Source: an optimization exercise on an open RTL-to-GDS flow (aim: a short achievable clock period and few clock cycles). Production flows keep margins and buffers that such runs may drop. Function was checked by simulation only, so behaviour that the tests miss may differ from the original. Power and IR drop assume default switching activity.

## MIPSProcessor
module MIPSProcessor (
    input    wire               clk, rst,
    output   wire    [31:0]     imem_addr,
    input    wire    [31:0]     imem_rdata,
    output   wire    [31:0]     dmem_addr,
    output   wire    [31:0]     dmem_wdata,
    output   wire               dmem_we,
    input    wire    [31:0]     dmem_rdata
);
Settings: LEC_CHECK=0, ABC_CLOCK_PERIOD_IN_PS=3000, CAP_MARGIN=20, CELL_PAD_IN_SITES_DETAIL_PLACEMENT=0, CELL_PAD_IN_SITES_GLOBAL_PLACEMENT=0, CORE_MARGIN=2, CORE_UTILIZATION=50, CTS_BUF_LIST=sky130_fd_sc_hd__clkbuf_16, CTS_CLUSTER_DIAMETER=100, CTS_CLUSTER_SIZE=25, GPL_ROUTABILITY_DRIVEN=0, SETUP_SLACK_MARGIN=5, SLEW_MARGIN=20; clock period 12.0 ns.
standard.sh (not shown) runs the stock make flow with config.mk's settings and CLKGATE_MAP_FILE= SYNTH_SCRIPT=/design/flow/synth_recipe.tcl, a recipe that flattens the netlist after the stock synthesis.
==> flow/flow/run.sh <==
#!/bin/bash
# The standard layout, with timing repair aiming past the 12 ns clock:
# repair_timing treats any path with less than SETUP_SLACK_MARGIN of slack
# as failing, so it keeps sizing and buffering the longest paths.
set -euo pipefail
bash standard.sh SETUP_SLACK_MARGIN=8.3 finish > standard_flow.log 2>&1
Testbench counts at the start, summed over its fixed seeds: cycles 37,178.
Next try:
Settings changed: GPL_ROUTABILITY_DRIVEN 0 to default.
After rerunning: The changed run completed with no timing, DRC or antenna violations; flip-flop and latch count stays the same; worst setup slack degrades by 0.0074 ns; synthesized area does not change; power decreases by 0.48%; design area drops by 1.1%; via count goes down by 1.2%; clock skew goes down by 0.022 ns; clock-buffer cell count grows by 1; hold slack improved by 0.015 ns; utilization is lower by 0.61 points.
Next try:
Settings changed: PLACE_DENSITY from default to 0.7.
Outcome: The new run produced a clean layout. Die area does not change. Via count went up by a few percent. Critical path depth is unchanged. Flip-flop and latch count does not change. Clock-buffer cell count is higher by 1. Final area stays flat. Clock skew came out higher by 0.0062 ns.

---

Starting RTL as in the previous note.
==> flow/config.mk <==
export PLATFORM = sky130hd
export DESIGN_NAME = MIPSProcessor
export DESIGN_NICKNAME = MIPSProcessor
export VERILOG_FILES = /design/flow/design.v
export SDC_FILE = /design/flow/constraint.sdc
export NUM_CORES = 8
export LEC_CHECK = 0
export ABC_CLOCK_PERIOD_IN_PS = 3000
export CAP_MARGIN = 20
export CELL_PAD_IN_SITES_DETAIL_PLACEMENT = 0
export CELL_PAD_IN_SITES_GLOBAL_PLACEMENT = 0
export CORE_MARGIN = 2
export CORE_UTILIZATION = 50
export CTS_BUF_LIST = sky130_fd_sc_hd__clkbuf_16
export CTS_CLUSTER_DIAMETER = 120
export CTS_CLUSTER_SIZE = 20
export SETUP_SLACK_MARGIN = 5
export SLEW_MARGIN = 20
==> flow/constraint.sdc <==
create_clock -name core_clock -period 12.0 [get_ports {clk}]
set_input_delay 2.4000 -clock core_clock [delete_from_list [all_inputs] [get_ports {clk}]]
set_output_delay 2.4000 -clock core_clock [all_outputs]
set_load 0.01 [all_outputs]
Scripts as last shown in full above: flow/flow/run.sh
The first run completed without violations.
Testbench counts at the start, summed over its fixed seeds: cycles 37,178.
Edit:
- CELL_PAD_IN_SITES_DETAIL_PLACEMENT: 0 -> 1
- CELL_PAD_IN_SITES_GLOBAL_PLACEMENT: 0 -> 1
- CORE_UTILIZATION: 50 -> 55
- CTS_CLUSTER_DIAMETER: 120 -> 100
- CTS_CLUSTER_SIZE: 20 -> 25
Global-route usage rises by 6.9 points.
Via count rises by 5.2%.
Count of clock-buffer cells in the layout falls by 13.
Edit:
- CELL_PAD_IN_SITES_DETAIL_PLACEMENT: 1 -> 0
- CELL_PAD_IN_SITES_GLOBAL_PLACEMENT: 1 -> 0
- CORE_UTILIZATION: 55 -> 45
Effect: Worst setup slack is worse by 0.25 ns. Flip-flop and latch count does not change. Critical path depth went down by 7. Non-clock buffer count came out lower by 89. Cell area is lower by 1.0%. Global-route usage came out lower by 11 points. Core utilization came out lower by 12 points. Sequential share of layout area grows by 0.46 points. Via count fell by 4.9%. Total power falls by 1.5%.
Edit:
- CORE_UTILIZATION: 45 -> 52
The new run ran to the end with no violations.
Total power stays flat.
Combinational power came out higher by about 3%.
Count of clock-buffer cells in the layout does not change.
Edit:
- CORE_UTILIZATION: 52 -> 60
- CTS_CLUSTER_DIAMETER: 100 -> 120
- CTS_CLUSTER_SIZE: 25 -> 20
The changed run completed with no timing, DRC or antenna violations.
Clock-buffer cell count rose by 13.
Power rose by 1.3%.
Via count rose by 2.4%.
Sequential power hardly moves.
Edit:
--- a/flow/flow/run.sh
+++ b/flow/flow/run.sh
@@ -6 +6 @@
-bash standard.sh SETUP_SLACK_MARGIN=8.3 finish > standard_flow.log 2>&1
+bash standard.sh SETUP_SLACK_MARGIN=8.6 finish > standard_flow.log 2>&1
- CORE_UTILIZATION: 60 -> 50
- CTS_CLUSTER_DIAMETER: 120 -> 100
- CTS_CLUSTER_SIZE: 20 -> 25
Outcome: Utilization came out lower by 7.0 points; synthesized cell count is unchanged; critical path depth went up by 2; total power is higher slightly; die area goes up by about a fifth; synthesized area stays the same; via count climbs by a few percent; final cell count is higher by a few percent; sequential cell count does not change.

---

== run 1 ==
MIPSProcessor again, from the RTL that the note above started with.
Settings: LEC_CHECK=0, ABC_CLOCK_PERIOD_IN_PS=3000, CAP_MARGIN=20, CELL_PAD_IN_SITES_DETAIL_PLACEMENT=1, CELL_PAD_IN_SITES_GLOBAL_PLACEMENT=1, CORE_MARGIN=2, CORE_UTILIZATION=60, CTS_BUF_LIST=sky130_fd_sc_hd__clkbuf_16, CTS_CLUSTER_DIAMETER=100, CTS_CLUSTER_SIZE=25, SETUP_SLACK_MARGIN=5, SLEW_MARGIN=20; clock period 12.0 ns.
==> flow/flow/run.sh <==
#!/bin/bash
# The standard layout, with timing repair aiming past the 12 ns clock:
# repair_timing treats any path with less than SETUP_SLACK_MARGIN of slack
# as failing, so it keeps sizing and buffering the longest paths.
set -euo pipefail
bash standard.sh SETUP_SLACK_MARGIN=8.3 finish > standard_flow.log 2>&1
Testbench counts of run 1, summed over its fixed seeds: cycles 37,178.
The following lists how run 2 was set up differently from run 1:
- changing CORE_UTILIZATION from 60 to 50
Results
Run 2 completed end to end with timing, DRC and antenna clean.
In run 2 the routed wire length turned out 3.8% lower than in run 1.
Compared with run 1, final cell count in run 2 increased by a few percent.
Global-route usage over all layers: run 2 vs run 1 down 7.2 points
The starting density of the core of run 2 falls short of that of run 1 by 9.9 points.
Looking at via count, run 2 sits below run 1.
Inputs modified between run 2 and run 3:
- CORE_UTILIZATION changed from 50 to 55
- CELL_PAD_IN_SITES_GLOBAL_PLACEMENT changed from 1 to 0
- CELL_PAD_IN_SITES_DETAIL_PLACEMENT changed from 1 to 0
Findings:
- Of run 3 and run 2, it is run 3 that has the lower part of the power in the clock network.
- Run 3 vs run 2: number of placement rows down by a few percent
- Looking at run 3 and run 2, the synthesized-area fraction occupied by adder cells is a wash.
- Run 3 vs. run 2: pin count of the biggest net entering global routing moved down; final layout net count moved down; fmax moved up; number of cells on the critical path moved up.
- Against run 2, via count in run 3 fell slightly.
- Proportion of cell area occupied by multi-input gates: run 3 vs run 2 up 0.31 points
- Taking run 2 as the reference point, the worst endpoint data arrival time of run 3 falls by 0.25 ns.
[inputs] run 4 vs run 3
- a change of CTS_CLUSTER_DIAMETER from 100 to 120
- a change of CTS_CLUSTER_SIZE from 25 to 20
==> comparison <==
Post-detailed-route wirelength per cell essentially unchanged between run 3 and run 4. Relative to run 3, the overall power consumption of run 4 is higher by about 1.6%. Run 3 → run 4: total length of routed wires picked up an extra about 0.5%; met1 track demand over resource in global routing flat.

-- afterwards: timing with drivers on the ports --
The results above use ideal ports. As a check the final layouts listed here were re-extracted and re-timed, cells and wires unchanged. Step 1 (the two cells are an assumption about what drives the block):
set clk [get_ports {clk}]
set_driving_cell -lib_cell sky130_fd_sc_hd__clkbuf_16 $clk
set_driving_cell -lib_cell sky130_fd_sc_hd__buf_2 [delete_from_list [all_inputs] $clk]
Step 2, shift: input delay + t, output delay - t, t = (earliest + latest rising clock arrival at the registers) / 2. This alone moves slack from input paths to output paths. Three values: ideal ports, drivers, drivers and shift; two values: the first two.
run	t (ns)	setup slack, ns	latest minus earliest clock arrival (ns)
the first run of note 1	0.835	8.180 / 8.155 / 7.376	0.062 / 0.062
the second run of note 1	0.818	8.172 / 8.196 / 7.396	0.053 / 0.054
the third run of note 1	0.817	8.141 / 8.180 / 7.379	0.060 / 0.060
the first run of note 2	0.846	8.039 / 8.097 / 7.251	0.058 / 0.058
the second run of note 2	0.843	8.133 / 8.133 / 7.373	0.080 / 0.080
the third run of note 2	0.853	7.879 / 7.934 / 7.082	0.068 / 0.067
the fourth run of note 2	0.852	8.101 / 8.101 / 7.421	0.044 / 0.044
the fifth run of note 2	0.835	7.967 / 7.967 / 7.349	0.034 / 0.034
the sixth run of note 2	0.832	7.901 / 7.901 / 7.343	0.040 / 0.040
run 1	0.843	8.063 / 8.063 / 7.317	0.061 / 0.060
run 2	0.863	7.981 / 8.045 / 7.182	0.048 / 0.047
run 3	0.801	8.119 / 8.119 / 7.400	0.053 / 0.053
run 4	0.843	8.133 / 8.133 / 7.391	0.054 / 0.053
After both steps setup and hold are still met in every run listed. The setup slack of the first run of note 1, which loses most, moves by -0.025 ns with the drivers and by -0.804 ns with both steps.
